This is an optimization exercise on Yosys and OpenROAD, whose aim is small area, not a production implementation. The RTL was checked by simulation tests, not by an equivalence proof against the original design. No activity file was given, so power comes from the tool's default toggle rates.

==> design/flow/design.v <==
`timescale 1ns / 1ps
module conv2D_int16(
    input wire  M_AXIS_ACLK,
    input wire  M_AXIS_ARESETN,
    input wire  S_AXIS_ACLK,
    input wire  S_AXIS_ARESETN,
    output wire  M_AXIS_TVALID,
    output wire [15:0] M_AXIS_TDATA,
    output wire [1:0] M_AXIS_TKEEP,
    output wire  M_AXIS_TLAST,
    input wire  M_AXIS_TREADY,
    output wire  S_AXIS_TREADY,
    input wire [15:0] S_AXIS_TDATA,
    input wire [1:0] S_AXIS_TKEEP,
    input wire  S_AXIS_TLAST,
    input wire  S_AXIS_TVALID
    );
    localparam IDLE = 3'd0, FILTER = 3'd1, FILL = 3'd2, STREAM = 3'd3, DRAIN = 3'd4;
    reg [2:0] state;
    reg [1:0] row;       
    reg [1:0] col;       
    wire RX = M_AXIS_TREADY && S_AXIS_TVALID;
    wire s_idle   = state == IDLE;
    wire s_filter = state == FILTER;
    wire s_fill   = state == FILL;
    wire s_stream = state == STREAM;
    wire s_drain  = state == DRAIN;
    wire ph0 = row == 2'd0;
    wire ph1 = row == 2'd1;
    wire ph2 = row == 2'd2;
    wire take = (s_fill || s_stream) && RX;          
    wire pad  = s_drain && !ph2;                     
    wire adv  = take || pad;                         
    assign S_AXIS_TREADY = M_AXIS_TREADY;
    assign M_AXIS_TKEEP  = 2'b11;
    assign M_AXIS_TLAST  = s_drain;
    assign M_AXIS_TVALID = ph2 && (s_drain || (s_stream && S_AXIS_TVALID));
    reg [15:0] f [0:8];
    integer i;
    always @(posedge S_AXIS_ACLK) begin
        if ((s_idle || s_filter) && RX) begin
            f[0] <= S_AXIS_TDATA;
            for (i = 1; i < 9; i = i + 1) f[i] <= f[i-1];
        end
    end
    wire [15:0] cA = ({16{ph0}} & f[2]) | ({16{ph1}} & f[5]) | ({16{ph2}} & f[8]);  
    wire [15:0] cB = ({16{ph0}} & f[1]) | ({16{ph1}} & f[4]) | ({16{ph2}} & f[7]);  
    wire [15:0] cC = ({16{ph0}} & f[0]) | ({16{ph1}} & f[3]) | ({16{ph2}} & f[6]);  
    wire [15:0] x = S_AXIS_TDATA & {16{take}};
    wire [16:0] xe = {x, 1'b0};
    wire [7:0] one, two, neg;
    genvar k;
    generate for (k = 0; k < 8; k = k + 1) begin : enc
        assign one[k] = xe[2*k] ^ xe[2*k+1];
        assign two[k] = (xe[2*k+2] & ~xe[2*k+1] & ~xe[2*k]) | (~xe[2*k+2] & xe[2*k+1] & xe[2*k]);
        assign neg[k] = xe[2*k+2] & ~(xe[2*k+1] & xe[2*k]);
    end endgenerate
    reg [15:0] O, P0, P1, P2;
    wire [15:0] sA, sB, sC;
    mac16 mA (.one(one), .two(two), .neg(neg), .c(cA), .acc(P0), .y(sA));
    mac16 mB (.one(one), .two(two), .neg(neg), .c(cB), .acc(P1), .y(sB));
    mac16 mC (.one(one), .two(two), .neg(neg), .c(cC), .acc(P2), .y(sC));
    wire shift = adv && ph0;
    always @(posedge S_AXIS_ACLK) begin
        if (shift) O <= sA;
        P0 <= shift ? sB : sA;
        P1 <= shift ? sC : sB;
        P2 <= shift ? 16'd0 : sC;
    end
    assign M_AXIS_TDATA = O;
    always @(posedge S_AXIS_ACLK) begin
        if (!S_AXIS_ARESETN) begin
            state <= IDLE;
            row   <= 2'd0;
            col   <= 2'd0;
        end else begin
            if (adv) row <= ph2 ? 2'd0 : row + 2'd1;
            case (state)
                IDLE: begin
                    if (RX) state <= FILTER;
                    else begin
                        row <= 2'd0;
                        col <= 2'd0;
                    end
                end
                FILTER: if (RX && S_AXIS_TLAST) state <= FILL;
                FILL: if (RX) begin
                    if (ph2) col <= col + 2'd1;
                    if (ph0 && col == 2'd3) state <= STREAM;
                end
                STREAM: if (RX && S_AXIS_TLAST) state <= DRAIN;
                DRAIN: if (ph2 && M_AXIS_TREADY) state <= IDLE;
                default: state <= IDLE;
            endcase
        end
    end
endmodule
module mac16(input wire [7:0] one, input wire [7:0] two, input wire [7:0] neg, input wire [15:0] c, input wire [15:0] acc, output wire [15:0] y);
wire p1;
wire p2;
wire p3;
wire p4;
wire p5;
wire p6;
wire p7;
wire p8;
wire p9;
wire p10;
wire p11;
wire p12;
wire p13;
wire p14;
wire p15;
wire p16;
wire p17;
wire p18;
wire p19;
wire p20;
wire p21;
wire p22;
wire p23;
wire p24;
wire p25;
wire p26;
wire p27;
wire p28;
wire p29;
wire p30;
wire p31;
wire p32;
wire p33;
wire p34;
wire p35;
wire p36;
wire p37;
wire p38;
wire p39;
wire p40;
wire p41;
wire p42;
wire p43;
wire p44;
wire p45;
wire p46;
wire p47;
wire p48;
wire p49;
wire p50;
wire p51;
wire p52;
wire p53;
wire p54;
wire p55;
wire p56;
wire p57;
wire p58;
wire p59;
wire p60;
wire p61;
wire p62;
wire p63;
wire p64;
wire p65;
wire p66;
wire p67;
wire p68;
wire p69;
wire p70;
wire p71;
wire p72;
wire s73;
wire k74;
wire s75;
wire k76;
wire s77;
wire k78;
wire s79;
wire k80;
wire s81;
wire k82;
wire s83;
wire k84;
wire s85;
wire k86;
wire s87;
wire k88;
wire s89;
wire k90;
wire s91;
wire k92;
wire s93;
wire k94;
wire s95;
wire k96;
wire s97;
wire k98;
wire s99;
wire k100;
wire s101;
wire k102;
wire s103;
wire k104;
wire s105;
wire k106;
wire s107;
wire k108;
wire s109;
wire k110;
wire s111;
wire k112;
wire s113;
wire k114;
wire s115;
wire k116;
wire s117;
wire k118;
wire s119;
wire k120;
wire s121;
wire k122;
wire s123;
wire k124;
wire s125;
wire k126;
wire s127;
wire k128;
wire s129;
wire k130;
wire s131;
wire k132;
wire s133;
wire k134;
wire s135;
wire k136;
wire s137;
wire k138;
wire s139;
wire k140;
wire s141;
wire k142;
wire s143;
wire k144;
wire s145;
wire k146;
wire s147;
wire k148;
wire s149;
wire k150;
wire s151;
wire k152;
wire s153;
wire k154;
wire s155;
wire k156;
wire s157;
wire k158;
wire s159;
wire k160;
wire s161;
wire k162;
wire s163;
wire k164;
wire s165;
wire k166;
wire s167;
wire k168;
wire s169;
wire k170;
wire s171;
wire k172;
wire s173;
wire k174;
wire s175;
wire k176;
wire s177;
wire k178;
wire s179;
wire k180;
wire s181;
wire k182;
wire s183;
wire k184;
wire s185;
wire k186;
wire s187;
wire k188;
wire s189;
wire k190;
wire s191;
wire k192;
wire s193;
wire k194;
wire s195;
wire k196;
wire s197;
wire k198;
wire s199;
wire k200;
wire s201;
wire s202;
wire s203;
wire s204;
wire s205;
wire s206;
wire s207;
wire s208;
assign p1 = (c[0] & one[0]) ^ neg[0];
assign p2 = ((c[1] & one[0]) | (c[0] & two[0])) ^ neg[0];
assign p3 = ((c[2] & one[0]) | (c[1] & two[0])) ^ neg[0];
assign p4 = ((c[3] & one[0]) | (c[2] & two[0])) ^ neg[0];
assign p5 = ((c[4] & one[0]) | (c[3] & two[0])) ^ neg[0];
assign p6 = ((c[5] & one[0]) | (c[4] & two[0])) ^ neg[0];
assign p7 = ((c[6] & one[0]) | (c[5] & two[0])) ^ neg[0];
assign p8 = ((c[7] & one[0]) | (c[6] & two[0])) ^ neg[0];
assign p9 = ((c[8] & one[0]) | (c[7] & two[0])) ^ neg[0];
assign p10 = ((c[9] & one[0]) | (c[8] & two[0])) ^ neg[0];
assign p11 = ((c[10] & one[0]) | (c[9] & two[0])) ^ neg[0];
assign p12 = ((c[11] & one[0]) | (c[10] & two[0])) ^ neg[0];
assign p13 = ((c[12] & one[0]) | (c[11] & two[0])) ^ neg[0];
assign p14 = ((c[13] & one[0]) | (c[12] & two[0])) ^ neg[0];
assign p15 = ((c[14] & one[0]) | (c[13] & two[0])) ^ neg[0];
assign p16 = ((c[15] & one[0]) | (c[14] & two[0])) ^ neg[0];
assign p17 = (c[0] & one[1]) ^ neg[1];
assign p18 = ((c[1] & one[1]) | (c[0] & two[1])) ^ neg[1];
assign p19 = ((c[2] & one[1]) | (c[1] & two[1])) ^ neg[1];
assign p20 = ((c[3] & one[1]) | (c[2] & two[1])) ^ neg[1];
assign p21 = ((c[4] & one[1]) | (c[3] & two[1])) ^ neg[1];
assign p22 = ((c[5] & one[1]) | (c[4] & two[1])) ^ neg[1];
assign p23 = ((c[6] & one[1]) | (c[5] & two[1])) ^ neg[1];
assign p24 = ((c[7] & one[1]) | (c[6] & two[1])) ^ neg[1];
assign p25 = ((c[8] & one[1]) | (c[7] & two[1])) ^ neg[1];
assign p26 = ((c[9] & one[1]) | (c[8] & two[1])) ^ neg[1];
assign p27 = ((c[10] & one[1]) | (c[9] & two[1])) ^ neg[1];
assign p28 = ((c[11] & one[1]) | (c[10] & two[1])) ^ neg[1];
assign p29 = ((c[12] & one[1]) | (c[11] & two[1])) ^ neg[1];
assign p30 = ((c[13] & one[1]) | (c[12] & two[1])) ^ neg[1];
assign p31 = (c[0] & one[2]) ^ neg[2];
assign p32 = ((c[1] & one[2]) | (c[0] & two[2])) ^ neg[2];
assign p33 = ((c[2] & one[2]) | (c[1] & two[2])) ^ neg[2];
assign p34 = ((c[3] & one[2]) | (c[2] & two[2])) ^ neg[2];
assign p35 = ((c[4] & one[2]) | (c[3] & two[2])) ^ neg[2];
assign p36 = ((c[5] & one[2]) | (c[4] & two[2])) ^ neg[2];
assign p37 = ((c[6] & one[2]) | (c[5] & two[2])) ^ neg[2];
assign p38 = ((c[7] & one[2]) | (c[6] & two[2])) ^ neg[2];
assign p39 = ((c[8] & one[2]) | (c[7] & two[2])) ^ neg[2];
assign p40 = ((c[9] & one[2]) | (c[8] & two[2])) ^ neg[2];
assign p41 = ((c[10] & one[2]) | (c[9] & two[2])) ^ neg[2];
assign p42 = ((c[11] & one[2]) | (c[10] & two[2])) ^ neg[2];
assign p43 = (c[0] & one[3]) ^ neg[3];
assign p44 = ((c[1] & one[3]) | (c[0] & two[3])) ^ neg[3];
assign p45 = ((c[2] & one[3]) | (c[1] & two[3])) ^ neg[3];
assign p46 = ((c[3] & one[3]) | (c[2] & two[3])) ^ neg[3];
assign p47 = ((c[4] & one[3]) | (c[3] & two[3])) ^ neg[3];
assign p48 = ((c[5] & one[3]) | (c[4] & two[3])) ^ neg[3];
assign p49 = ((c[6] & one[3]) | (c[5] & two[3])) ^ neg[3];
assign p50 = ((c[7] & one[3]) | (c[6] & two[3])) ^ neg[3];
assign p51 = ((c[8] & one[3]) | (c[7] & two[3])) ^ neg[3];
assign p52 = ((c[9] & one[3]) | (c[8] & two[3])) ^ neg[3];
assign p53 = (c[0] & one[4]) ^ neg[4];
assign p54 = ((c[1] & one[4]) | (c[0] & two[4])) ^ neg[4];
assign p55 = ((c[2] & one[4]) | (c[1] & two[4])) ^ neg[4];
assign p56 = ((c[3] & one[4]) | (c[2] & two[4])) ^ neg[4];
assign p57 = ((c[4] & one[4]) | (c[3] & two[4])) ^ neg[4];
assign p58 = ((c[5] & one[4]) | (c[4] & two[4])) ^ neg[4];
assign p59 = ((c[6] & one[4]) | (c[5] & two[4])) ^ neg[4];
assign p60 = ((c[7] & one[4]) | (c[6] & two[4])) ^ neg[4];
assign p61 = (c[0] & one[5]) ^ neg[5];
assign p62 = ((c[1] & one[5]) | (c[0] & two[5])) ^ neg[5];
assign p63 = ((c[2] & one[5]) | (c[1] & two[5])) ^ neg[5];
assign p64 = ((c[3] & one[5]) | (c[2] & two[5])) ^ neg[5];
assign p65 = ((c[4] & one[5]) | (c[3] & two[5])) ^ neg[5];
assign p66 = ((c[5] & one[5]) | (c[4] & two[5])) ^ neg[5];
assign p67 = (c[0] & one[6]) ^ neg[6];
assign p68 = ((c[1] & one[6]) | (c[0] & two[6])) ^ neg[6];
assign p69 = ((c[2] & one[6]) | (c[1] & two[6])) ^ neg[6];
assign p70 = ((c[3] & one[6]) | (c[2] & two[6])) ^ neg[6];
assign p71 = (c[0] & one[7]) ^ neg[7];
assign p72 = ((c[1] & one[7]) | (c[0] & two[7])) ^ neg[7];
fa_cell us73 (.a(acc[0]), .b(neg[0]), .c(p1), .s(s73), .co(k74));
fa_cell us75 (.a(acc[1]), .b(p2), .c(k74), .s(s75), .co(k76));
fa_cell us77 (.a(acc[2]), .b(neg[1]), .c(p3), .s(s77), .co(k78));
fa_cell us79 (.a(p17), .b(s77), .c(k76), .s(s79), .co(k80));
fa_cell us81 (.a(acc[3]), .b(p4), .c(p18), .s(s81), .co(k82));
fa_cell us83 (.a(k78), .b(s81), .c(k80), .s(s83), .co(k84));
fa_cell us85 (.a(acc[4]), .b(neg[2]), .c(p5), .s(s85), .co(k86));
fa_cell us87 (.a(p19), .b(p31), .c(k82), .s(s87), .co(k88));
fa_cell us89 (.a(s85), .b(s87), .c(k84), .s(s89), .co(k90));
fa_cell us91 (.a(acc[5]), .b(p6), .c(p20), .s(s91), .co(k92));
fa_cell us93 (.a(p32), .b(k86), .c(s91), .s(s93), .co(k94));
fa_cell us95 (.a(k88), .b(s93), .c(k90), .s(s95), .co(k96));
fa_cell us97 (.a(acc[6]), .b(neg[3]), .c(p7), .s(s97), .co(k98));
fa_cell us99 (.a(p21), .b(p33), .c(p43), .s(s99), .co(k100));
fa_cell us101 (.a(k92), .b(s97), .c(s99), .s(s101), .co(k102));
fa_cell us103 (.a(k94), .b(s101), .c(k96), .s(s103), .co(k104));
fa_cell us105 (.a(acc[7]), .b(p8), .c(p22), .s(s105), .co(k106));
fa_cell us107 (.a(p34), .b(p44), .c(k98), .s(s107), .co(k108));
fa_cell us109 (.a(k100), .b(s105), .c(k102), .s(s109), .co(k110));
fa_cell us111 (.a(s107), .b(s109), .c(k104), .s(s111), .co(k112));
fa_cell us113 (.a(acc[8]), .b(neg[4]), .c(p9), .s(s113), .co(k114));
fa_cell us115 (.a(p23), .b(p35), .c(p45), .s(s115), .co(k116));
fa_cell us117 (.a(p53), .b(k106), .c(s113), .s(s117), .co(k118));
fa_cell us119 (.a(s115), .b(k108), .c(s117), .s(s119), .co(k120));
fa_cell us121 (.a(k110), .b(s119), .c(k112), .s(s121), .co(k122));
fa_cell us123 (.a(acc[9]), .b(p10), .c(p24), .s(s123), .co(k124));
fa_cell us125 (.a(p36), .b(p46), .c(p54), .s(s125), .co(k126));
fa_cell us127 (.a(k114), .b(k116), .c(s123), .s(s127), .co(k128));
fa_cell us129 (.a(s125), .b(k118), .c(s127), .s(s129), .co(k130));
fa_cell us131 (.a(k120), .b(s129), .c(k122), .s(s131), .co(k132));
fa_cell us133 (.a(acc[10]), .b(neg[5]), .c(p11), .s(s133), .co(k134));
fa_cell us135 (.a(p25), .b(p37), .c(p47), .s(s135), .co(k136));
fa_cell us137 (.a(p55), .b(p61), .c(k124), .s(s137), .co(k138));
fa_cell us139 (.a(k126), .b(s133), .c(s135), .s(s139), .co(k140));
fa_cell us141 (.a(k128), .b(s137), .c(s139), .s(s141), .co(k142));
fa_cell us143 (.a(k130), .b(s141), .c(k132), .s(s143), .co(k144));
fa_cell us145 (.a(acc[11]), .b(p12), .c(p26), .s(s145), .co(k146));
fa_cell us147 (.a(p38), .b(p48), .c(p56), .s(s147), .co(k148));
fa_cell us149 (.a(p62), .b(k134), .c(k136), .s(s149), .co(k150));
fa_cell us151 (.a(s145), .b(s147), .c(k138), .s(s151), .co(k152));
fa_cell us153 (.a(k140), .b(s149), .c(s151), .s(s153), .co(k154));
fa_cell us155 (.a(k142), .b(s153), .c(k144), .s(s155), .co(k156));
fa_cell us157 (.a(acc[12]), .b(neg[6]), .c(p13), .s(s157), .co(k158));
fa_cell us159 (.a(p27), .b(p39), .c(p49), .s(s159), .co(k160));
fa_cell us161 (.a(p57), .b(p63), .c(p67), .s(s161), .co(k162));
fa_cell us163 (.a(k146), .b(k148), .c(s157), .s(s163), .co(k164));
fa_cell us165 (.a(s159), .b(s161), .c(k150), .s(s165), .co(k166));
fa_cell us167 (.a(s163), .b(k152), .c(s165), .s(s167), .co(k168));
fa_cell us169 (.a(k154), .b(s167), .c(k156), .s(s169), .co(k170));
fa_cell us171 (.a(acc[13]), .b(p14), .c(p28), .s(s171), .co(k172));
fa_cell us173 (.a(p40), .b(p50), .c(p58), .s(s173), .co(k174));
fa_cell us175 (.a(p64), .b(p68), .c(k158), .s(s175), .co(k176));
fa_cell us177 (.a(k160), .b(k162), .c(s171), .s(s177), .co(k178));
fa_cell us179 (.a(s173), .b(k164), .c(s175), .s(s179), .co(k180));
fa_cell us181 (.a(s177), .b(k166), .c(s179), .s(s181), .co(k182));
fa_cell us183 (.a(k168), .b(s181), .c(k170), .s(s183), .co(k184));
fa_cell us185 (.a(acc[14]), .b(neg[7]), .c(p15), .s(s185), .co(k186));
fa_cell us187 (.a(p29), .b(p41), .c(p51), .s(s187), .co(k188));
fa_cell us189 (.a(p59), .b(p65), .c(p69), .s(s189), .co(k190));
fa_cell us191 (.a(p71), .b(k172), .c(k174), .s(s191), .co(k192));
fa_cell us193 (.a(s185), .b(s187), .c(s189), .s(s193), .co(k194));
fa_cell us195 (.a(k176), .b(k178), .c(s191), .s(s195), .co(k196));
fa_cell us197 (.a(s193), .b(k180), .c(s195), .s(s197), .co(k198));
fa_cell us199 (.a(k182), .b(s197), .c(k184), .s(s199), .co(k200));
assign s201 = acc[15] ^ p16 ^ p30;
assign s202 = p42 ^ p52 ^ p60;
assign s203 = p66 ^ p70 ^ p72;
assign s204 = k186 ^ k188 ^ k190;
assign s205 = s201 ^ s202 ^ s203;
assign s206 = k192 ^ k194 ^ s204;
assign s207 = s205 ^ k196 ^ s206;
assign s208 = k198 ^ s207 ^ k200;
assign y = {s208, s199, s183, s169, s155, s143, s131, s121, s111, s103, s95, s89, s83, s79, s75, s73};
endmodule
module fa_cell(input wire a, input wire b, input wire c, output wire s, output wire co);
assign s = a ^ b ^ c;
assign co = (a & b) | (a & c) | (b & c);
endmodule
module ha_cell(input wire a, input wire b, output wire s, output wire co);
assign s = a ^ b;
assign co = a & b;
endmodule
==> design/flow/run.sh <==
#!/bin/bash
# synth_recipe.tcl (not shown) runs the flow's synth.tcl, then flattens the netlist and writes it again
# the make line also repeats each setting of config.mk as NAME=value (left out here)
make -C /OpenROAD-flow-scripts/flow DESIGN_CONFIG=/design/flow/config.mk WORK_HOME=/design/flow/orfs CLKGATE_MAP_FILE= SYNTH_SCRIPT=/design/flow/synth_recipe.tcl finish
==> design/flow/config.mk <==
export PLATFORM = sky130hd
export DESIGN_NAME = conv2D_int16
export DESIGN_NICKNAME = conv2D_int16
export VERILOG_FILES = /design/flow/design.v
export SDC_FILE = /design/flow/constraint.sdc
export NUM_CORES = 4
export LEC_CHECK = 0
export CAP_MARGIN = 20
export CORE_MARGIN = 2
export CORE_UTILIZATION = 45
export PLACE_DENSITY = 0.6
export SLEW_MARGIN = 20
export SYNTH_HIERARCHICAL = 1
export SYNTH_MINIMUM_KEEP_SIZE = 0
==> design/flow/constraint.sdc <==
create_clock -name core_clock -period 16.0 [get_ports {S_AXIS_ACLK}]
set_input_delay 3.2000 -clock core_clock [delete_from_list [all_inputs] [get_ports {S_AXIS_ACLK}]]
set_output_delay 3.2000 -clock core_clock [all_outputs]
set_load 0.01 [all_outputs]
==> summary.txt, run 1 <==
Clock network
  – Clk slew on worst S/H paths: 60 ps
  – CTS tree: built
  – Worst skew pair latency: 550 ps
  – Max clock buf depth: 3
  – Post-CTS Setup Bufs: 0
  – Post-CTS Resized: 0
  – Root buffer cell: clkbuf_16
  – Num CTS Buffers: 26
  – Cts hold-fix bufs: 0
  – H-Tree Depth: 1
  – Clk sink count: 215

Placed design
  – RD Place Congestion: 0.8512
  – Port Buffers: 39
  – Final HPWL from detailed placement: 28280 um

Detailed routing
  – Antenna-violating nets left: 0
  – DRC: 0
  – TritonRoute pass-1 iters: 5
  – DR WL/cell: 23.79 um
  – Iteration-0 DRC Markers: 1019
  – Post-Route WL: 42680 um
  – Vias/cell: 5.880
  – Routed via count: 10550

Timing
  – Clk_skew: 19.37 ps
  – Maximum clock frequency: 80.01 MHz
  – Hold Vio Cnt, Final: 0
  – Fin crit period: 12500 ps
  – Sum of negative setup slack: 0 ps
  – Slew at the pin closest to its max-slew limit: 1125 ps
  – Max transition margin: 24.97%
  – Slew Limit Fails: 0
  – Fin crit share: 78.11%
  – Final setup fails: 0
  – RSZ-0062 raised after global routing: false

Pwr
  – VDD IR max: 0.00007248 V
  – Pwr per Cell Area: 96.28 mW/mm^2
  – Tot Pwr: 0.001748 W
  – Pleak: 6.506 nW

Worst setup path
  – Kind of end point of the critical path: register
  – RR Startpoint: state[1]
  – CP max-delay cell: clkdlybuf4s50_1
  – Kind of critical path: input port to register
  – Critical path launch point type: input port
  – Crit path DAT: 12940 ps
  – Reg-to-Reg End: P1[15]
  – Most used cell along the critical path: fa_1
  – Crit path required time: 16440 ps
  – Max FO, Critical Path: 29
  – Worst R2R Setup Slack: 6150 ps
  – Cell count of the worst reg-to-reg path: 26
  – Crit-path max cell delay: 620 ps

Final layout
  – Layout cells sized above 1: 12.52%
  – Synth-to-layout area growth: 9.046%
  – # fillers: 3191
  – Number of nets in the layout: 1527
  – Antenna cell count: 0

Run
  – MaxCap Viol Count: 0

Hold path
  – Hold Path Depth: 0
  – Worst hold path startpoint: f[0][5]
  – WHS Endpoint: f[1][5]
  – Worst hold path class: register to register

Logic synthesis
  – Post-synthesis register bit count: 215
  – Netlist cell types: 45
  – Post-Syn Instances: 1341
  – Synth Warn #: 8
  – Ys flop type: edfxtp_1
  – Seq/Total Area, Yosys: 35.46%
  – Cell Area, Synth: 0.01665 mm^2
  – Mean Syn Cell Area: 12.42 um^2
  – Post-synth ARST share: 0%
  – Number of synthesized flops with an enable pin: 160

Die
  – Die Y: 196.4 um
  – Die Span X: 196.4 um
  – Rows: 70
  – Top-Level Pins: 46
  – Starting Density: 45.60%
  – Core area: 0.03652 mm^2
  – Die area: 0.03856 mm^2

Global routing
  – Global Route Usage Sum: 22.92%
  – First-pass GRT wire length: 67300 um
  – Overflow after GRT: 0
  – Largest net degree at the start of global routing: 83
  – Vias in the first global route: 11450
  – Initial antenna violation count: 0

Outcome
  – Status: timing/DRC/antenna clean
-- metrics by stage --
step                      setup slack, ps  utilization (%)  instances  hold WS, ps  cell area [um^2]
after global routing                 3028            49.72       1794        445.2             18160
final                                3502            49.72       1794        439.4             18160
after detailed placement             2947            47.34       1749        432.2             17290
after global placement               2989            47.34       1749        427.6             17290
after CTS                            3517            49.72       1794        439.8             18160
after floorplan                      1980                -       1342        425.7             16660
-- modules after synthesis, one instance, submodules excluded --
| module | area (um^2) | flops+latches | times used |
|---|---|---|---|
| conv2D_int16 | 8200 | 215 | 1 |
| mac16 | 1536 | 0 | 3 |
| fa_cell | 20.02 | 0 | 192 |
-- cell usage in the layout (no fill, tap or decap), drive strengths merged, types with 39 or more instances in the layout --
cell type,instances
clkdlybuf4s50,39
fa,192
nand2,82
xnor2,256
buf,66
mux2i,50
a22oi,192
edfxtp,160
dfxtp,55
o21ai,50
-- cells in the mapped netlist, types with 19 or more instances --
cell type | n | area [um^2]
a22oi_1 | 192 | 1441
and2_1 | 19 | 118.9
buf_4 | 54 | 405.4
clkbuf_1 | 74 | 277.8
dfxtp_1 | 55 | 1101
edfxtp_1 | 160 | 4805
fa_1 | 192 | 3844
mux2_4 | 32 | 480.5
mux2i_1 | 50 | 500.5
nand2_1 | 82 | 307.8
o21ai_0 | 49 | 245.2
xnor2_1 | 256 | 2242
-- worst max-delay path by stage --
stage | start | endpoint | slack [ps] | cells after the start
finish | M_AXIS_TREADY | P1[15] | 3500 | 27
global route | M_AXIS_TREADY | P1[15] | 3030 | 27
global placement | M_AXIS_TREADY | P1[15] | 2990 | 27
detailed placement | M_AXIS_TREADY | P1[15] | 2950 | 27
CTS | M_AXIS_TREADY | P1[15] | 3520 | 27
floorplan | M_AXIS_TREADY | f[0][0] | 1980 | 3
-- routing by layer --
layer,GRT usage (%),vias to the layer above,part of all wire [%]
met1,31.89,5520,43
met4,6.481,0,2.7
met2,36.88,365,47
met3,4.312,84,7.2
met5,0,-,0
li1,-,4580,-
-- logic make-up (layout without fill, tap and decap cells) --
group | count (synthesis) | count (layout) | synth area share (%)
AOI/OAI and AO/OA | 261 | 261 | 10.97
xor gates and xnor gates | 269 | 269 | 14.40
adders and majority gates | 193 | 193 | 23.16
buffers and inverters | 171 | 155 | 5.575
DFF | 215 | 215 | 35.46
muxes | 82 | 82 | 5.890
other | 1 | 2 | 0.02252
and+or+nand+nor | 149 | 149 | 4.530
-- sequential cells by signal, indices dropped and copies added (netlist names) --
| name | cells |
|---|---|
| O | 16 |
| P0 | 16 |
| P1 | 16 |
| P2 | 16 |
| col | 2 |
| f | 144 |
| row | 2 |
| state | 3 |
-- power by group --
| group | internal (W) | total (W) | switching [W] |
|---|---|---|---|
| logic | 0.000209 | 0.000405 | 0.000196 |
| clock network | 0.000370 | 0.000609 | 0.000239 |
| registers | 0.000688 | 0.000735 | 0.0000467 |
| total | 0.00127 | 0.00175 | 0.000481 |
-- area by class of cell --
cell class | count | area [um^2] | share of cell area, %
clock inverters | 15 | 181.4 | 0.9990
flip-flops and latches | 215 | 5909 | 32.54
repair buffers | 105 | 885.9 | 4.878
well taps | 468 | 585.6 | 3.224
clock buffers | 30 | 686.9 | 3.783
multi-input cells | 956 | 9891 | 54.46
inverters | 5 | 20.02 | 0.1102
-- worst max-delay path: cells and delay by family --
family	cells	cell delay [ps]
muxes	1	270
buffers and inverters	2	970
xor gates and xnor gates	6	1260
adders and majority gates	14	5640
and+or+nand+nor	3	1390
AOI/OAI and AO/OA	1	170
==> inputs of run 2 (changes only) <==
--- a/design/flow/config.mk
+++ b/design/flow/config.mk
@@ -10,2 +10,5 @@
 export CORE_UTILIZATION = 45
+export CTS_BUF_LIST = sky130_fd_sc_hd__clkbuf_4
+export CTS_CLUSTER_SIZE = 30
+export GPL_TIMING_DRIVEN = 1
 export PLACE_DENSITY = 0.6
==> summary.txt, run 2 <==
Timing
  – Max transition margin: 26.33% (was 24.97%)
  – Fin crit share: 76.92% (was 78.11%)
  – Maximum clock frequency: 81.25 MHz (was 80.01 MHz)
  – Fin crit period: 12310 ps (was 12500 ps)
  – Slew at the pin closest to its max-slew limit: 1105 ps (was 1125 ps)
  – Clk_skew: 48.36 ps (was 19.37 ps)
  – Sum of negative setup slack: 0 ps (unchanged)
  – Final setup fails: 0 (unchanged)
  – Hold Vio Cnt, Final: 0 (unchanged)
  – Slew Limit Fails: 0 (unchanged)
  – Final worst slack: 3692 ps (was 3502 ps)
  – RSZ-0062 raised after global routing: false (unchanged)

Logic synthesis
  – Xor and xnor area share after synthesis: 14.40% (unchanged)
  – Ys flop type: edfxtp_1 (unchanged)
  – Top cell type's share of synthesized area: 28.85% (unchanged)
  – Synth Area in Compound Gates: 10.97% (unchanged)
  – Post-Synth Adder-Cell Area: 23.16% (unchanged)
  – Cell Area, Synth: 0.01665 mm^2 (unchanged)
  – Simple-gate share of the synthesized area: 4.530% (unchanged)
  – Synth Warn #: 8 (unchanged)
  – Mux cell area share after synthesis: 5.890% (unchanged)
  – Most common cell in the netlist: xnor2_1 (unchanged)
  – Number of synthesized flops with an enable pin: 160 (unchanged)
  – Post-Syn Instances: 1341 (unchanged)
  – Post-synthesis register bit count: 215 (unchanged)
  – Post-synth top area cell: edfxtp_1 (unchanged)
  – Post-synth top cells: xnor2_1, a22oi_1, fa_1 (unchanged)
  – Area contributors post-synth: edfxtp_1, fa_1, xnor2_1, a22oi_1, dfxtp_1 (unchanged)
  – Seq/Total Area, Yosys: 35.46% (unchanged)
  – Post-synth ARST share: 0% (unchanged)
  – Largest family of logic cells by synthesized area: adder cells (unchanged)
  – Netlist cell types: 45 (unchanged)
  – Mean Syn Cell Area: 12.42 um^2 (unchanged)

Detailed routing
  – Vias/cell: 5.857 (was 5.880)
  – TritonRoute pass-1 iters: 5 (unchanged)
  – DRC: 0 (unchanged)
  – Post-Route WL: 43420 um (was 42680 um)
  – DR WL/cell: 23.25 um (was 23.79 um)
  – Routed via count: 10940 (was 10550)
  – Iteration-0 DRC Markers: 1140 (was 1019)
  – Antenna-violating nets left: 0 (unchanged)

Placed design
  – Port Buffers: 39 (unchanged)
  – Final HPWL from detailed placement: 28280 um (unchanged)
  – RD Place Congestion: 0.8512 (unchanged)
  – Dpl ws: 2947 ps (unchanged)

Global routing
  – Vias in the first global route: 11810 (was 11450)
  – Global Route Usage Sum: 23.56% (was 22.92%)
  – First-pass GRT wire length: 68410 um (was 67300 um)
  – Overflow after GRT: 0 (unchanged)
  – Largest net degree at the start of global routing: 83 (unchanged)
  – Initial antenna violation count: 1 (was 0)

Worst setup path
  – CP Buf/Inv Count: 2 (unchanged)
  – CP max-delay cell: clkdlybuf4s50_1 (unchanged)
  – Critical path launch point type: input port (unchanged)
  – Kind of critical path: input port to register (unchanged)
  – Delay-heaviest family, CP: adder cells (unchanged)
  – Max FO, Critical Path: 29 (unchanged)
  – Crit-path max cell delay: 630 ps (was 620 ps)
  – Crit path DAT: 12960 ps (was 12940 ps)
  – Crit path required time: 16650 ps (was 16440 ps)
  – Most used cell along the critical path: fa_1 (unchanged)
  – Kind of end point of the critical path: register (unchanged)

Die
  – Top-Level Pins: 46 (unchanged)
  – Core area: 0.03652 mm^2 (unchanged)
  – Die Y: 196.4 um (unchanged)
  – Die area: 0.03856 mm^2 (unchanged)
  – Die Span X: 196.4 um (unchanged)
  – Starting Density: 45.60% (unchanged)
  – Rows: 70 (unchanged)

Pwr
  – Net Switching: 0.0005023 W (was 0.0004815 W)
  – Flop pwr share: 42.9% (was 42.0%)
  – Internal power: 0.001208 W (was 0.001267 W)
  – Pleak: 6.603 nW (was 6.506 nW)
  – Switch share: 29.36% (was 27.54%)
  – VDD IR max: 0.00006408 V (was 0.00007248 V)
  – Pwr per Cell Area: 94.13 mW/mm^2 (was 96.28 mW/mm^2)
  – Combinational power share: 23.7% (was 23.1%)
  – Clock share of power: 33.4% (was 34.8%)

Clock network
  – Post-CTS Setup Bufs: 0 (unchanged)
  – Worst skew pair latency: 770 ps (was 550 ps)
  – Max clock buf depth: 3 (unchanged)
  – CTS tree: built (unchanged)
  – Clk sink count: 215 (unchanged)
  – Root buffer cell: clkbuf_4 (was clkbuf_16)
  – H-Tree Depth: 3 (was 1)
  – Cts hold-fix bufs: 0 (unchanged)
  – Post-CTS Resized: 0 (unchanged)
  – Num CTS Buffers: 66 (was 26)
  – Clk slew on worst S/H paths: 70 ps (was 60 ps)

Final layout
  – Layout cells sized above 1: 16.88% (was 12.52%)
  – Most frequent cells in the layout: xnor2_1, a22oi_1, fa_1, edfxtp_1, clkbuf_4 (was xnor2_1, a22oi_1, fa_1, edfxtp_1, nand2_1)
  – Commonest non-fill, non-tap cell in the layout: xnor2_1 (unchanged)
  – Reg with most FFs: f (unchanged)
  – Synth-to-layout area growth: 9.129% (was 9.046%)
  – Number of nets in the layout: 1567 (was 1527)
  – Max reg flops: 144 (unchanged)

Run
  – MaxCap Viol Count: 0 (unchanged)

Hold path
  – Worst hold path class: register to register (unchanged)

Outcome
  – Status: timing/DRC/antenna clean (unchanged)
-- run 2: cell types whose count changed in the layout (fill, tap and decap cells not counted), sizes merged --
| cell | delta |
|---|---|
| clkbuf | +67 |
| clkinv | +8 |
| bufinv | -2 |
| diode | +2 |
| inv | -1 |
-- run 2: worst reg2reg max path: cells and delay by family (launching register included) --
kind            cells  cell delay [ps]
buf+inv             1              350
xor+xnor            6             1260
compound gates      1              200
simple gates        3             1450
fa+ha+maj          14             5650
flops               1              600
mux                 1              270
-- run 2: stage by stage --
stage / util (%) / area, um^2 / std cells / total power (W) / hold WS [ps]
6_report: 49.76 / 18170 / 1868 / 0.001711 / 427.8
5_1_grt: 49.76 / 18170 / 1868 / 0.001823 / 427.4
4_1_cts: 49.74 / 18170 / 1866 / 0.001738 / 424.4
3_5_place_dp: 47.34 / 17290 / 1749 / 0.001153 / 432.2
3_3_place_gp: 47.34 / 17290 / 1749 / 0.001143 / 427.6
2_1_floorplan: - / 16660 / 1342 / 0.001119 / 425.7
-- run 2: layout make-up --
class,instances,area (um^2)
Clock inverter,20,148.9
Timing Repair Buffer,105,885.9
Sequential cell,215,5909
Inverter,5,20.02
Tap cell,468,585.6
Clock buffer,97,728.2
Fill cell,3250,18350
Antenna cell,2,5.005
Multi-Input combinational cell,956,9891
-- run 2: cell families (layout without fill, tap and decap cells) --
family                     after synthesis  after routing
AOI/OAI and AO/OA                      261            261
adders and majority gates              193            193
buffers and inverters                  171            227
muxes                                   82             82
DFF                                    215            215
other                                    1              4
xor gates and xnor gates               269            269
and+or+nand+nor                        149            149
-- run 2: path summary, 6_finish.rpt --
check / from / end / slack, ps / cells after the start
setup / recovery: M_AXIS_TREADY / P1[15] / 3690 / 27
hold / removal: f[5][6] / f[6][6] / 430 / 0
setup reg to reg: state[1] / P1[15] / 6120 / 26
hold reg to reg: f[5][6] / f[6][6] / 430 / 0
-- run 2: power by group through the flow --
stage                     logic (W)  clock network (W)  registers [W]
after floorplan            0.000377                  0       0.000741
after global placement     0.000397                  0       0.000746
after detailed placement   0.000407                  0       0.000747
after CTS                  0.000408           0.000593       0.000737
after global routing       0.000454           0.000624       0.000746
final                      0.000405           0.000571       0.000735
-- run 2: Yosys stat by module (local to each module, per instance) --
module	cells	times used	area [um^2]	flip-flops and latches
fa_cell	1	192	20.02	0
conv2D_int16	537	1	8200	215
mac16	204	3	1536	0
-- run 2: per-layer routing --
metal,wire (um),share of wire [%],global-route usage [%],vias to the layer above
met5,0,0,0,-
met4,1143,2.6,8.726,0
met3,3463,8.0,5.322,96
met2,20680,48,37.35,473
met1,18140,42,31.82,5665
li1,-,-,-,4706
==> inputs of run 3 (changes only) <==
--- a/design/flow/config.mk
+++ b/design/flow/config.mk
@@ -10,4 +10,3 @@
 export CORE_UTILIZATION = 45
-export CTS_BUF_LIST = sky130_fd_sc_hd__clkbuf_4
-export CTS_CLUSTER_SIZE = 30
+export CTS_BUF_LIST = sky130_fd_sc_hd__clkbuf_8
 export GPL_TIMING_DRIVEN = 1
==> summary.txt, run 3 <==
Outcome
  – Status: timing/DRC/antenna clean (unchanged)

Placed design
  – RD Place Congestion: 0.8512 (unchanged)
  – Port Buffers: 39 (unchanged)
  – Dpl ws: 2947 ps (unchanged)
  – Final HPWL from detailed placement: 28280 um (unchanged)

Run
  – MaxCap Viol Count: 0 (unchanged)

Worst setup path
  – Critical path launch point type: input port (unchanged)
  – CP startpoint: M_AXIS_TREADY (unchanged)
  – CP Buf/Inv Count: 2 (unchanged)
  – Kind of critical path: input port to register (unchanged)
  – Crit-path max cell delay: 630 ps (about the same)
  – RR Startpoint: state[1] (unchanged)
  – Kind of end point of the critical path: register (unchanged)
  – Crit path DAT: 12970 ps (was 12960 ps)
  – Delay-heaviest family, CP: adder cells (unchanged)
  – Max FO, Critical Path: 29 (unchanged)
  – Most used cell along the critical path: fa_1 (unchanged)
  – Crit path required time: 16510 ps (was 16650 ps)
  – CP max-delay cell: clkdlybuf4s50_1 (unchanged)

Detailed routing
  – DR WL/cell: 23.67 um (was 23.25 um)
  – Vias/cell: 5.867 (was 5.857)
  – TritonRoute pass-1 iters: 5 (unchanged)
  – Iteration-0 DRC Markers: 1078 (was 1140)
  – DRC: 0 (unchanged)
  – Routed via count: 10680 (was 10940)
  – Post-Route WL: 43110 um (was 43420 um)
  – Antenna-violating nets left: 0 (unchanged)

Global routing
  – Overflow after GRT: 0 (unchanged)
  – Vias in the first global route: 11540 (was 11810)
  – First-pass GRT wire length: 67990 um (was 68410 um)
  – Largest net degree at the start of global routing: 83 (unchanged)
  – Global Route Usage Sum: 23.42% (was 23.56%)
  – Initial antenna violation count: 0 (was 1)

Pwr
  – Pwr per Cell Area: 92.83 mW/mm^2 (was 94.13 mW/mm^2)
  – Pleak: 6.521 nW (was 6.603 nW)
  – VDD IR max: 0.00005887 V (was 0.00006408 V)

Clock network
  – Post-CTS Setup Bufs: 0 (unchanged)
  – H-Tree Depth: 2 (was 3)
  – CTS tree: built (unchanged)
  – Clk slew on worst S/H paths: 60 ps (was 70 ps)
  – Clk sink count: 215 (unchanged)
  – Worst skew pair latency: 620 ps (was 770 ps)
  – Post-CTS Resized: 0 (unchanged)
  – Max clock buf depth: 3 (unchanged)
  – Cts hold-fix bufs: 0 (unchanged)
  – Num CTS Buffers: 41 (was 66)
  – Root buffer cell: clkbuf_8 (was clkbuf_4)

Final layout
  – Synth-to-layout area growth: 8.528% (was 9.129%)
  – Antenna cell count: 0 (was 2)
  – Max reg flops: 144 (unchanged)
  – Commonest non-fill, non-tap cell in the layout: xnor2_1 (unchanged)
  – # fillers: 3218 (was 3250)
  – Reg with most FFs: f (unchanged)
  – Most frequent cells in the layout: xnor2_1, a22oi_1, fa_1, edfxtp_1, nand2_1 (was xnor2_1, a22oi_1, fa_1, edfxtp_1, clkbuf_4)
  – Layout cells sized above 1: 13.75% (was 16.88%)
  – Number of nets in the layout: 1542 (was 1567)

Logic synthesis
  – Post-synthesis register bit count: 215 (unchanged)
  – Area contributors post-synth: edfxtp_1, fa_1, xnor2_1, a22oi_1, dfxtp_1 (unchanged)
  – Mean Syn Cell Area: 12.42 um^2 (unchanged)
  – Seq/Total Area, Yosys: 35.46% (unchanged)
  – Number of synthesized flops with an enable pin: 160 (unchanged)
  – Netlist cell types: 45 (unchanged)
  – Synth Warn #: 8 (unchanged)
  – Post-synth top area cell: edfxtp_1 (unchanged)
  – Top cell type's share of synthesized area: 28.85% (unchanged)
  – Post-Syn Instances: 1341 (unchanged)
  – Most common cell in the netlist: xnor2_1 (unchanged)
  – Post-synth ARST share: 0% (unchanged)
  – Post-synth top cells: xnor2_1, a22oi_1, fa_1 (unchanged)
  – Ys flop type: edfxtp_1 (unchanged)
  – Cell Area, Synth: 0.01665 mm^2 (unchanged)

Hold path
  – Worst hold path class: register to register (unchanged)
  – Worst hold path startpoint: f[1][13] (was f[5][6])

Die
  – Die area: 0.03856 mm^2 (unchanged)
  – Die Span X: 196.4 um (unchanged)
  – Rows: 70 (unchanged)
  – Starting Density: 45.60% (unchanged)
  – Top-Level Pins: 46 (unchanged)
  – Core area: 0.03652 mm^2 (unchanged)
  – Die Y: 196.4 um (unchanged)

Timing
  – RSZ-0062 raised after global routing: false (unchanged)
  – Max transition margin: 26.92% (was 26.33%)
  – Slew at the pin closest to its max-slew limit: 1096 ps (was 1105 ps)
  – Maximum clock frequency: 80.28 MHz (was 81.25 MHz)
  – Clk_skew: 37.03 ps (was 48.36 ps)
  – Hold_ws: 417.6 ps (was 427.8 ps)
  – Final setup fails: 0 (unchanged)
  – Slew Limit Fails: 0 (unchanged)
  – Sum of negative setup slack: 0 ps (unchanged)
  – Fin crit share: 77.85% (was 76.92%)
  – Fin crit period: 12460 ps (was 12310 ps)
  – Hold Vio Cnt, Final: 0 (unchanged)
  – Final worst slack: 3544 ps (was 3692 ps)
==> run 3: area by class of cell <==
type                       instances  area, um^2  share of cell area [%]
tap                              468       585.6                   3.240
inverter                           5       20.02                  0.1108
timing repair buffer             105       885.9                   4.901
clock buffer                      43       591.8                   3.274
sequential                       215        5909                   32.70
multi-input combinational        956        9891                   54.72
clock inverter                    29       190.2                   1.052
==> run 3: final timing paths <==
kind | endpoint | slack [ps] | cells past startpoint
min reg2reg | f[2][13] | 420 | 0
min | f[2][13] | 420 | 0
max | P1[15] | 3540 | 27
max reg2reg | P1[15] | 6140 | 26
==> run 3: cell families after synthesis <==
group                    share of synthesized area [%]
flip-flops                                       35.46
buffers and inverters                            5.575
multiplexers                                     5.890
other                                          0.02252
AND/OR/NAND/NOR                                  4.530
adder cells (fa/ha/maj)                          23.16
AO/OA/AOI/OAI                                    10.97
XOR/XNOR                                         14.40
==> run 3: worst register-to-register path, cell delays in order, from the launching register on <==
cell and delay [ps]:
dfxtp_1 600, and4b_1 620, and2_4 560, nor2b_4 250, buf_4 360, a22oi_1 200
xnor2_1 200, fa_1 470, fa_1 420, fa_1 390, fa_1 390, fa_1 390
fa_1 390, fa_1 400, fa_1 400, fa_1 390, fa_1 400, fa_1 400
fa_1 400, fa_1 410, fa_1 390, xor2_1 200, xnor2_1 140, xnor3_1 410
xnor2_1 190, xnor2_1 120, mux2_4 270
==> run 3: layer usage <==
layer | wire, um | vias to the layer above | GRT usage [%]
met1 | 18310 | 5562 | 32.00
met4 | 1093 | 0 | 7.351
li1 | - | 4618 | -
met5 | 0 | - | 0
met3 | 3404 | 86 | 5.219
met2 | 20300 | 417 | 37.38
==> run 3: per-module statistics from Yosys (local to each module, per instance) <==
module / copies in the design / area, um^2
conv2D_int16: 1 / 8200
fa_cell: 192 / 20.02
mac16: 3 / 1536
==> run 3: power by group <==
group	switching (W)	internal (W)	total, W	leakage [nW]
Sequential	0.0000469	0.000688	0.000735	1.96
Clock	0.000254	0.000284	0.000538	0.443
Combinational	0.000196	0.000209	0.000405	4.12
Total	0.000498	0.00118	0.00168	6.52
==> run 3: metrics by stage <==
stage / cells / util, % / total power, W / cell area (um^2)
final: 1821 / 49.49 / 0.001678 / 18070
after global routing: 1821 / 49.49 / 0.001778 / 18070
after CTS: 1821 / 49.48 / 0.001700 / 18070
after detailed placement: 1749 / 47.34 / 0.001153 / 17290
after global placement: 1749 / 47.34 / 0.001143 / 17290
after floorplan: 1342 / - / 0.001119 / 16660
==> inputs of run 4 (changes only) <==
--- a/design/flow/config.mk
+++ b/design/flow/config.mk
@@ -7,3 +7,3 @@
 export LEC_CHECK = 0
-export CAP_MARGIN = 20
+export CAP_MARGIN = 0
 export CORE_MARGIN = 2
@@ -13,3 +13,3 @@
 export PLACE_DENSITY = 0.6
-export SLEW_MARGIN = 20
+export SLEW_MARGIN = 0
 export SYNTH_HIERARCHICAL = 1
==> summary.txt, run 4 <==
Outcome
  – Status: timing/DRC/antenna clean (unchanged)

Final layout
  – Number of nets in the layout: 1542 (unchanged)
  – Commonest non-fill, non-tap cell in the layout: xnor2_1 (unchanged)
  – Most frequent cells in the layout: xnor2_1, a22oi_1, fa_1, edfxtp_1, nand2_1 (unchanged)
  – Post-Route Utilization: 49.48% (was 49.49%)
  – Final instance count without filler cells: 1821 (unchanged)
  – Antenna cell count: 0 (unchanged)
  – Max reg flops: 144 (unchanged)
  – Layout cells sized above 1: 13.67% (was 13.75%)
  – Reg with most FFs: f (unchanged)
  – Synth-to-layout area growth: 8.520% (was 8.528%)

Logic synthesis
  – Post-Synth Adder-Cell Area: 23.16% (unchanged)
  – Number of synthesized flops with an enable pin: 160 (unchanged)
  – Mux cell area share after synthesis: 5.890% (unchanged)
  – Post-synth top area cell: edfxtp_1 (unchanged)
  – Ys flop type: edfxtp_1 (unchanged)
  – Synth Warn #: 8 (unchanged)
  – Area contributors post-synth: edfxtp_1, fa_1, xnor2_1, a22oi_1, dfxtp_1 (unchanged)
  – Post-synth ARST share: 0% (unchanged)
  – Netlist cell types: 45 (unchanged)
  – Top cell type's share of synthesized area: 28.85% (unchanged)
  – Seq/Total Area, Yosys: 35.46% (unchanged)
  – Most common cell in the netlist: xnor2_1 (unchanged)
  – Synth Area in Compound Gates: 10.97% (unchanged)
  – Simple-gate share of the synthesized area: 4.530% (unchanged)
  – Xor and xnor area share after synthesis: 14.40% (unchanged)
  – Post-Syn Instances: 1341 (unchanged)
  – Largest family of logic cells by synthesized area: adder cells (unchanged)
  – Cell Area, Synth: 0.01665 mm^2 (unchanged)
  – Mean Syn Cell Area: 12.42 um^2 (unchanged)
  – Post-synthesis register bit count: 215 (unchanged)
  – Post-synth top cells: xnor2_1, a22oi_1, fa_1 (unchanged)

Clock network
  – Post-CTS Resized: 0 (unchanged)
  – Worst skew pair latency: 620 ps (about the same)
  – Num CTS Buffers: 41 (unchanged)
  – Root buffer cell: clkbuf_8 (unchanged)
  – Clk slew on worst S/H paths: 60 ps (about the same)
  – CTS tree: built (unchanged)
  – H-Tree Depth: 2 (unchanged)
  – Cts hold-fix bufs: 0 (unchanged)
  – Clk sink count: 215 (unchanged)
  – Max clock buf depth: 3 (unchanged)
  – Post-CTS Setup Bufs: 0 (unchanged)

Detailed routing
  – DR WL/cell: 23.68 um (was 23.67 um)
  – Routed wl met2: 20300 um (about the same)
  – Iteration-0 DRC Markers: 1066 (was 1078)
  – Routed via count: 10730 (was 10680)
  – DRC: 0 (unchanged)
  – Max Used Layer: met4 (unchanged)
  – WL met1: 18240 um (was 18310 um)
  – Met3 wire len: 3468 um (was 3404 um)
  – Post-Route WL: 43110 um (about the same)
  – Vias/cell: 5.893 (was 5.867)
  – Antenna-violating nets left: 0 (unchanged)
  – TritonRoute pass-1 iters: 5 (unchanged)

Die
  – Core area: 0.03652 mm^2 (unchanged)
  – Rows: 70 (unchanged)
  – Top-Level Pins: 46 (unchanged)
  – Starting Density: 45.60% (unchanged)
  – Die Y: 196.4 um (unchanged)
  – Die Span X: 196.4 um (unchanged)
  – Die area: 0.03856 mm^2 (unchanged)

Worst setup path
  – Max FO, Critical Path: 29 (unchanged)
  – Reg-to-Reg End: P1[15] (unchanged)
  – Crit path DAT: 12960 ps (was 12970 ps)
  – CP startpoint: M_AXIS_TREADY (unchanged)
  – Cell count of the worst reg-to-reg path: 26 (unchanged)
  – Worst R2R Setup Slack: 6160 ps (was 6140 ps)
  – Kind of end point of the critical path: register (unchanged)
  – Worst setup path endpoint: P1[15] (unchanged)
  – Kind of critical path: input port to register (unchanged)
  – Critical path launch point type: input port (unchanged)
  – RR Startpoint: state[1] (unchanged)
  – Crit path required time: 16510 ps (about the same)

Global routing
  – Global Route Usage Sum: 23.42% (unchanged)
  – Largest net degree at the start of global routing: 83 (unchanged)
  – Vias in the first global route: 11540 (unchanged)
  – Initial antenna violation count: 0 (unchanged)
  – Overflow after GRT: 0 (unchanged)
  – First-pass GRT wire length: 67990 um (unchanged)

Pwr
  – VDD IR max: 0.00005887 V (about the same)
  – Pwr per Cell Area: 92.83 mW/mm^2 (about the same)
  – Pleak: 6.521 nW (about the same)
  – Tot Pwr: 0.001678 W (about the same)

Timing
  – Final setup fails: 0 (unchanged)
  – Hold Vio Cnt, Final: 0 (unchanged)
  – Slew Limit Fails: 0 (unchanged)
  – Fin crit period: 12450 ps (was 12460 ps)
  – Sum of negative setup slack: 0 ps (unchanged)
  – Fin crit share: 77.79% (was 77.85%)
  – Hold_ws: 417.3 ps (was 417.6 ps)
  – Max transition margin: 16.29% (was 26.92%)
  – Maximum clock frequency: 80.34 MHz (was 80.28 MHz)
  – RSZ-0062 raised after global routing: false (unchanged)
  – Clk_skew: 37.22 ps (was 37.03 ps)
  – Slew at the pin closest to its max-slew limit: 1256 ps (was 1096 ps)

Placed design
  – Port Buffers: 39 (unchanged)
  – RD Place Congestion: 0.8512 (unchanged)
  – Final HPWL from detailed placement: 28280 um (unchanged)
  – Placed insts: 1749 (unchanged)

Hold path
  – Worst hold path class: register to register (unchanged)

Run
  – MaxCap Viol Count: 0 (unchanged)
run 4: final cells by class:
class                           count  area (um^2)
Clock inverter                     29        190.2
Tap cell                          468        585.6
Timing Repair Buffer              105        885.9
Sequential cell                   215         5909
Fill cell                        3219        18450
Clock buffer                       43        591.8
Inverter                            5        20.02
Multi-Input combinational cell    956         9889
run 4: how the worst min path moves through the flow:
stage	endpoint	slack (ps)	cells after the start	from
global placement	f[5][10]	430	0	f[4][10]
global route	f[3][2]	440	0	f[2][2]
CTS	f[2][13]	420	0	f[1][13]
detailed placement	f[5][11]	430	0	f[4][11]
floorplan	f[1][0]	430	0	f[0][0]
finish	f[2][13]	420	0	f[1][13]
run 4: through the flow:
step | setup slack [ps] | cell area, um^2
6_report | 3553 | 18070
5_1_grt | 3100 | 18070
4_1_cts | 3597 | 18070
3_5_place_dp | 2947 | 17290
3_3_place_gp | 2989 | 17290
2_1_floorplan | 1980 | 16660
run 4: layer usage:
metal,global-route usage [%],vias up
met1,32.00,5602
met2,37.38,424
li1,-,4618
met3,5.219,88
met4,7.351,0
met5,0,-
run 4: worst max-delay path, cell delays in order:
cell	delay, ps
clkdlybuf4s50_1	630
and4b_1	590
and2_4	560
nor2b_4	240
buf_4	360
a22oi_1	170
xnor2_1	200
fa_1	470
fa_1	420
fa_1	390
fa_1	390
fa_1	390
fa_1	390
fa_1	400
fa_1	400
fa_1	390
fa_1	400
fa_1	400
fa_1	400
fa_1	410
fa_1	390
xor2_1	200
xnor2_1	140
xnor3_1	410
xnor2_1	190
xnor2_1	110
mux2_4	270
run 4: modules after synthesis, one instance, submodules excluded:
module / flip-flops and latches / cells
conv2D_int16: 215 / 537
mac16: 0 / 204
fa_cell: 0 / 1
run 4: cells by family after synthesis:
group / after synthesis
DFF: 215
xor gates and xnor gates: 269
AOI/OAI and AO/OA: 261
buffers and inverters: 171
and+or+nand+nor: 149
adders and majority gates: 193
other: 1
muxes: 82
run 4: power by group:
part,leakage [nW],internal (W),switching [W]
Sequential,1.96,0.000688,0.0000469
Clock,0.443,0.000284,0.000254
Combinational,4.12,0.000209,0.000196
==> inputs of run 5 (changes only) <==
--- a/design/flow/config.mk
+++ b/design/flow/config.mk
@@ -11,3 +11,4 @@
 export CTS_BUF_LIST = sky130_fd_sc_hd__clkbuf_8
-export GPL_TIMING_DRIVEN = 1
+export CTS_CLUSTER_DIAMETER = 60
+export CTS_CLUSTER_SIZE = 20
 export PLACE_DENSITY = 0.6
==> summary.txt, run 5 <==
Worst setup path
  – Critical path launch point type: input port (unchanged)
  – Kind of critical path: input port to register (unchanged)
  – CP Buf/Inv Count: 2 (unchanged)
  – Kind of end point of the critical path: register (unchanged)
  – Delay-heaviest family, CP: adder cells (unchanged)
  – Crit path required time: 16530 ps (was 16510 ps)
  – Max FO, Critical Path: 29 (unchanged)
  – Crit path DAT: 12970 ps (was 12960 ps)
  – Most used cell along the critical path: fa_1 (unchanged)
  – Crit-path max cell delay: 630 ps (about the same)
  – CP max-delay cell: clkdlybuf4s50_1 (unchanged)

Clock network
  – Num CTS Buffers: 26 (was 41)
  – Max clock buf depth: 3 (unchanged)
  – Post-CTS Resized: 0 (unchanged)
  – CTS tree: built (unchanged)
  – Clk slew on worst S/H paths: 120 ps (was 60 ps)
  – Root buffer cell: clkbuf_8 (unchanged)
  – Post-CTS Setup Bufs: 0 (unchanged)
  – Clk sink count: 215 (unchanged)
  – H-Tree Depth: 1 (was 2)
  – Cts hold-fix bufs: 0 (unchanged)
  – Worst skew pair latency: 620 ps (about the same)

Logic synthesis
  – Top cell type's share of synthesized area: 28.85% (unchanged)
  – Post-synthesis register bit count: 215 (unchanged)
  – Cell Area, Synth: 0.01665 mm^2 (unchanged)
  – Post-synth ARST share: 0% (unchanged)
  – Netlist cell types: 45 (unchanged)
  – Post-synth top cells: xnor2_1, a22oi_1, fa_1 (unchanged)
  – Synth Warn #: 8 (unchanged)
  – Ys flop type: edfxtp_1 (unchanged)
  – Mean Syn Cell Area: 12.42 um^2 (unchanged)
  – Area contributors post-synth: edfxtp_1, fa_1, xnor2_1, a22oi_1, dfxtp_1 (unchanged)
  – Seq/Total Area, Yosys: 35.46% (unchanged)
  – Most common cell in the netlist: xnor2_1 (unchanged)
  – Post-Syn Instances: 1341 (unchanged)
  – Number of synthesized flops with an enable pin: 160 (unchanged)
  – Post-synth top area cell: edfxtp_1 (unchanged)

Placed design
  – Cell Area, Placed: 0.01729 mm^2 (unchanged)
  – Port Buffers: 39 (unchanged)
  – Final HPWL from detailed placement: 28280 um (unchanged)
  – RD Place Congestion: 0.8512 (unchanged)

Global routing
  – First-pass GRT wire length: 67230 um (was 67990 um)
  – Overflow after GRT: 0 (unchanged)
  – Global Route Usage Sum: 22.92% (was 23.42%)
  – Vias in the first global route: 11370 (was 11540)
  – Grt met1 use: 32.03% (was 32.00%)
  – Initial antenna violation count: 0 (unchanged)
  – GR peak layer: met2 (unchanged)
  – Met2 GRT Util: 37.17% (was 37.38%)
  – Grt met3 use: 4.021% (was 5.219%)
  – Largest net degree at the start of global routing: 83 (unchanged)

Final layout
  – Post-route cell area: 0.01795 mm^2 (was 0.01807 mm^2)
  – Reg with most FFs: f (unchanged)
  – Synth-to-layout area growth: 7.814% (was 8.520%)
  – Max reg flops: 144 (unchanged)
  – Antenna cell count: 0 (unchanged)
  – Commonest non-fill, non-tap cell in the layout: xnor2_1 (unchanged)
  – Most frequent cells in the layout: xnor2_1, a22oi_1, fa_1, edfxtp_1, nand2_1 (unchanged)
  – Number of nets in the layout: 1527 (was 1542)
  – Layout cells sized above 1: 13.09% (was 13.67%)

Detailed routing
  – Antenna-violating nets left: 0 (unchanged)
  – TritonRoute pass-1 iters: 6 (was 5)
  – DRC: 0 (unchanged)
  – Post-Route WL: 42570 um (was 43110 um)
  – Vias/cell: 5.890 (was 5.893)
  – Routed via count: 10580 (was 10730)
  – Iteration-0 DRC Markers: 1038 (was 1066)
  – DR WL/cell: 23.69 um (was 23.68 um)

Timing
  – Hold Vio Cnt, Final: 0 (unchanged)
  – Slew Limit Fails: 0 (unchanged)
  – Final setup fails: 0 (unchanged)
  – RSZ-0062 raised after global routing: false (unchanged)
  – Fin crit share: 77.74% (was 77.79%)
  – Clk_skew: 36.51 ps (was 37.22 ps)
  – Fin crit period: 12440 ps (was 12450 ps)
  – Slew at the pin closest to its max-slew limit: 1269 ps (was 1256 ps)
  – Sum of negative setup slack: 0 ps (unchanged)
  – Hold_ws: 431.2 ps (was 417.3 ps)
  – Maximum clock frequency: 80.40 MHz (was 80.34 MHz)
  – Max transition margin: 15.41% (was 16.29%)

Outcome
  – Status: timing/DRC/antenna clean (unchanged)

Die
  – Rows: 70 (unchanged)
  – Top-Level Pins: 46 (unchanged)
  – Starting Density: 45.60% (unchanged)
  – Die area: 0.03856 mm^2 (unchanged)
  – Die Y: 196.4 um (unchanged)
  – Core area: 0.03652 mm^2 (unchanged)
  – Die Span X: 196.4 um (unchanged)

Hold path
  – Worst hold path class: register to register (unchanged)

Pwr
  – Pwr per Cell Area: 90.27 mW/mm^2 (was 92.83 mW/mm^2)
  – Tot Pwr: 0.001621 W (was 0.001678 W)
  – VDD IR max: 0.00007744 V (was 0.00005887 V)
  – Pleak: 6.407 nW (was 6.521 nW)

Run
  – MaxCap Viol Count: 0 (unchanged)
-- run 5: where the power goes --
group	switching [W]	leakage (nW)	internal, W
logic	0.000195	4.12	0.000208
clock network	0.000285	0.329	0.000199
registers	0.0000469	1.96	0.000687
total	0.000527	6.41	0.00109
-- run 5: worst register-to-register path: stages, from the launching register on --
cell and delay, ps:
dfxtp_1 630, and4b_1 630, and2_4 560, nor2b_4 250, buf_4 350, a22oi_1 200
xnor2_1 200, fa_1 470, fa_1 420, fa_1 400, fa_1 390, fa_1 390
fa_1 390, fa_1 390, fa_1 400, fa_1 390, fa_1 400, fa_1 400
fa_1 400, fa_1 410, fa_1 390, xor2_1 210, xnor2_1 140, xnor3_1 410
xnor2_1 190, xnor2_1 120, mux2_4 270
-- run 5: metrics by stage --
stage                     setup slack (ps)  cells  utilization, %
after floorplan                       1980   1342               -
after global placement                2989   1749           47.34
after detailed placement              2947   1749           47.34
after CTS                             3626   1797           49.16
after global routing                  3128   1797           49.16
final                                 3561   1797           49.16
-- run 5: final timing paths --
check | cells past startpoint | slack, ps | start | end
max | 27 | 3560 | M_AXIS_TREADY | P1[15]
min | 0 | 430 | f[1][11] | f[2][11]
max reg2reg | 26 | 6110 | state[1] | P1[15]
min reg2reg | 0 | 430 | f[1][11] | f[2][11]
-- run 5: routing by layer --
layer  up-vias  part of all wire [%]  wire length, um
met3        73                   7.3             3106
met1      5518                    43            18420
met5         -                     0                0
met4         0                   2.3              961
li1       4586                     -                -
met2       407                    47            20070
-- run 5: cells by family (layout without fill, tap and decap cells) --
kind of cell	Yosys count	count (layout)	share of synthesized area [%]
xor+xnor	269	269	14.40
compound gates	261	261	10.97
flops	215	215	35.46
fa+ha+maj	193	193	23.16
buf+inv	171	158	5.575
simple gates	149	149	4.530
mux	82	82	5.890
other cells	1	2	0.02252
-- run 5: Yosys stat by module (local to each module, per instance) --
module,area (um^2),flops+latches
fa_cell,20.02,0
conv2D_int16,8200,215
mac16,1536,0
-- run 5: final cells by class --
cell class / instances / area [um^2]
Timing Repair Buffer: 105 / 885.9
Fill cell: 3220 / 18570
Clock inverter: 20 / 279.0
Tap cell: 468 / 585.6
Clock buffer: 28 / 385.4
Inverter: 5 / 20.02
Multi-Input combinational cell: 956 / 9889
Sequential cell: 215 / 5909
==> inputs of run 6 (changes only) <==
--- a/design/flow/config.mk
+++ b/design/flow/config.mk
@@ -7,3 +7,3 @@
 export LEC_CHECK = 0
-export CAP_MARGIN = 0
+export CAP_MARGIN = 20
 export CORE_MARGIN = 2
@@ -12,5 +12,5 @@
 export CTS_CLUSTER_DIAMETER = 60
-export CTS_CLUSTER_SIZE = 20
+export CTS_CLUSTER_SIZE = 14
 export PLACE_DENSITY = 0.6
-export SLEW_MARGIN = 0
+export SLEW_MARGIN = 20
 export SYNTH_HIERARCHICAL = 1
==> summary.txt, run 6 <==
Logic synthesis
  – Post-synth top cells: xnor2_1, a22oi_1, fa_1 (unchanged)
  – Post-synth ARST share: 0% (unchanged)
  – Post-synthesis register bit count: 215 (unchanged)
  – Seq/Total Area, Yosys: 35.46% (unchanged)
  – Cell Area, Synth: 0.01665 mm^2 (unchanged)
  – Most common cell in the netlist: xnor2_1 (unchanged)
  – Post-synth top area cell: edfxtp_1 (unchanged)
  – Area contributors post-synth: edfxtp_1, fa_1, xnor2_1, a22oi_1, dfxtp_1 (unchanged)
  – Mean Syn Cell Area: 12.42 um^2 (unchanged)
  – Synth Warn #: 8 (unchanged)
  – Top cell type's share of synthesized area: 28.85% (unchanged)

Detailed routing
  – Iteration-0 DRC Markers: 1008 (was 1038)
  – Vias/cell: 5.903 (was 5.890)
  – TritonRoute pass-1 iters: 5 (was 6)
  – DRC: 0 (unchanged)

Placed design
  – Port Buffers: 39 (unchanged)
  – Final HPWL from detailed placement: 28280 um (unchanged)
  – Placed insts: 1749 (unchanged)
  – Cell Area, Placed: 0.01729 mm^2 (unchanged)
  – RD Place Congestion: 0.8512 (unchanged)

Timing
  – Final worst slack: 3552 ps (was 3561 ps)
  – Maximum clock frequency: 80.34 MHz (was 80.40 MHz)
  – Fin crit period: 12450 ps (was 12440 ps)
  – RSZ-0062 raised after global routing: false (unchanged)
  – Max transition margin: 23.83% (was 15.41%)
  – Fin crit share: 77.80% (was 77.74%)
  – Slew Limit Fails: 0 (unchanged)
  – Clk_skew: 24.86 ps (was 36.51 ps)

Pwr
  – Net Switching: 0.0004846 W (was 0.0005269 W)
  – Switch share: 30.91% (was 32.51%)
  – Internal power: 0.001083 W (was 0.001094 W)
  – Flop pwr share: 46.8% (was 45.2%)
  – Clock share of power: 27.4% (was 29.8%)

Final layout
  – Antenna cell count: 0 (unchanged)
  – Post-Route Utilization: 48.92% (was 49.16%)
  – Layout cells sized above 1: 12.73% (was 13.09%)
  – Post-route cell area: 0.01787 mm^2 (was 0.01795 mm^2)
  – Most frequent cells in the layout: xnor2_1, a22oi_1, fa_1, edfxtp_1, nand2_1 (unchanged)
  – Max reg flops: 144 (unchanged)
  – Synth-to-layout area growth: 7.280% (was 7.814%)
  – Reg with most FFs: f (unchanged)

Global routing
  – Overflow after GRT: 0 (unchanged)
  – First-pass GRT wire length: 67250 um (was 67230 um)
  – Largest net degree at the start of global routing: 83 (unchanged)
  – Global Route Usage Sum: 22.92% (about the same)
  – Initial antenna violation count: 0 (unchanged)
  – Vias in the first global route: 11390 (was 11370)

Worst setup path
  – Crit path required time: 16500 ps (was 16530 ps)
  – CP max-delay cell: clkdlybuf4s50_1 (unchanged)
  – Kind of end point of the critical path: register (unchanged)
  – Critical path launch point type: input port (unchanged)
  – Most used cell along the critical path: fa_1 (unchanged)
  – Max FO, Critical Path: 29 (unchanged)

Clock network
  – Max clock buf depth: 3 (unchanged)
  – Root buffer cell: clkbuf_8 (unchanged)
  – Cts hold-fix bufs: 0 (unchanged)
  – CTS tree: built (unchanged)
  – Num CTS Buffers: 27 (was 26)
  – Clk sink count: 215 (unchanged)
  – Clk slew on worst S/H paths: 100 ps (was 120 ps)
  – Worst skew pair latency: 600 ps (was 620 ps)
  – Post-CTS Resized: 0 (unchanged)

Die
  – Rows: 70 (unchanged)
  – Die area: 0.03856 mm^2 (unchanged)
  – Die Y: 196.4 um (unchanged)
  – Top-Level Pins: 46 (unchanged)
  – Starting Density: 45.60% (unchanged)
  – Die Span X: 196.4 um (unchanged)

Run
  – MaxCap Viol Count: 0 (unchanged)

Outcome
  – Status: timing/DRC/antenna clean (unchanged)

Hold path
  – Worst hold path class: register to register (unchanged)
-- run 6: cell counts after synthesis --
Identical to the previous run, type by type.
-- run 6: area by class of cell --
cell class	count	area, um^2
fill	3239	18660
multi-input combinational	956	9891
sequential	215	5909
timing repair buffer	105	885.9
tap	468	585.6
clock buffer	27	371.6
clock inverter	20	202.7
inverter	5	20.02
-- run 6: worst paths after layout --
path	slack [ps]	from	endpoint	cells past startpoint
setup / recovery	3550	M_AXIS_TREADY	P1[15]	27
hold / removal	440	f[1][11]	f[2][11]	0
setup reg to reg	6130	state[1]	P1[15]	26
hold reg to reg	440	f[1][11]	f[2][11]	0
-- run 6: power groups by stage --
stage / clock network (W) / registers (W) / logic, W
floorplan: 0 / 0.000741 / 0.000377
global placement: 0 / 0.000746 / 0.000397
detailed placement: 0 / 0.000747 / 0.000407
CTS: 0.000445 / 0.000736 / 0.000407
global route: 0.000464 / 0.000745 / 0.000453
finish: 0.000430 / 0.000734 / 0.000404
-- run 6: kinds of logic after synthesis --
kind of cell,count (synthesis),synth area share [%]
compound gates,261,10.97
xor+xnor,269,14.40
fa+ha+maj,193,23.16
buf+inv,171,5.575
flops,215,35.46
mux,82,5.890
other cells,1,0.02252
simple gates,149,4.530
-- run 6: routing by layer --
layer  vias up  wire, um  GRT usage [%]
met5         -         0              0
met4         0       990          5.752
met3        80      3014          3.867
met2       386     20300          37.47
met1      5555     18340          31.94
li1       4581         -              -
-- run 6: worst max-delay path, delay by kind of cell --
kind / cells / cell delay [ps]
buf+inv: 2 / 980
simple gates: 3 / 1390
xor+xnor: 6 / 1260
compound gates: 1 / 170
mux: 1 / 270
fa+ha+maj: 14 / 5650
-- run 6: Yosys stat by module, one instance, submodules excluded --
module | flip-flops and latches | copies in the design | area [um^2] | cells inside
fa_cell | 0 | 192 | 20.02 | 1
mac16 | 0 | 3 | 1536 | 204
conv2D_int16 | 215 | 1 | 8200 | 537
-- run 6: stage by stage --
stage / total power, W / hold WS [ps]
floorplan: 0.001119 / 425.7
global route: 0.001662 / 444.9
detailed placement: 0.001153 / 432.2
CTS: 0.001588 / 426.2
finish: 0.001568 / 436.9
global placement: 0.001143 / 427.6

Setup slack of run 6, layout unchanged: 3.552 ns with ideal ports, 3.576 ns with driving cells assumed (clock clkbuf_16, inputs buf_2), 2.938 ns with port delays also shifted by the 0.638 ns mid clock arrival.
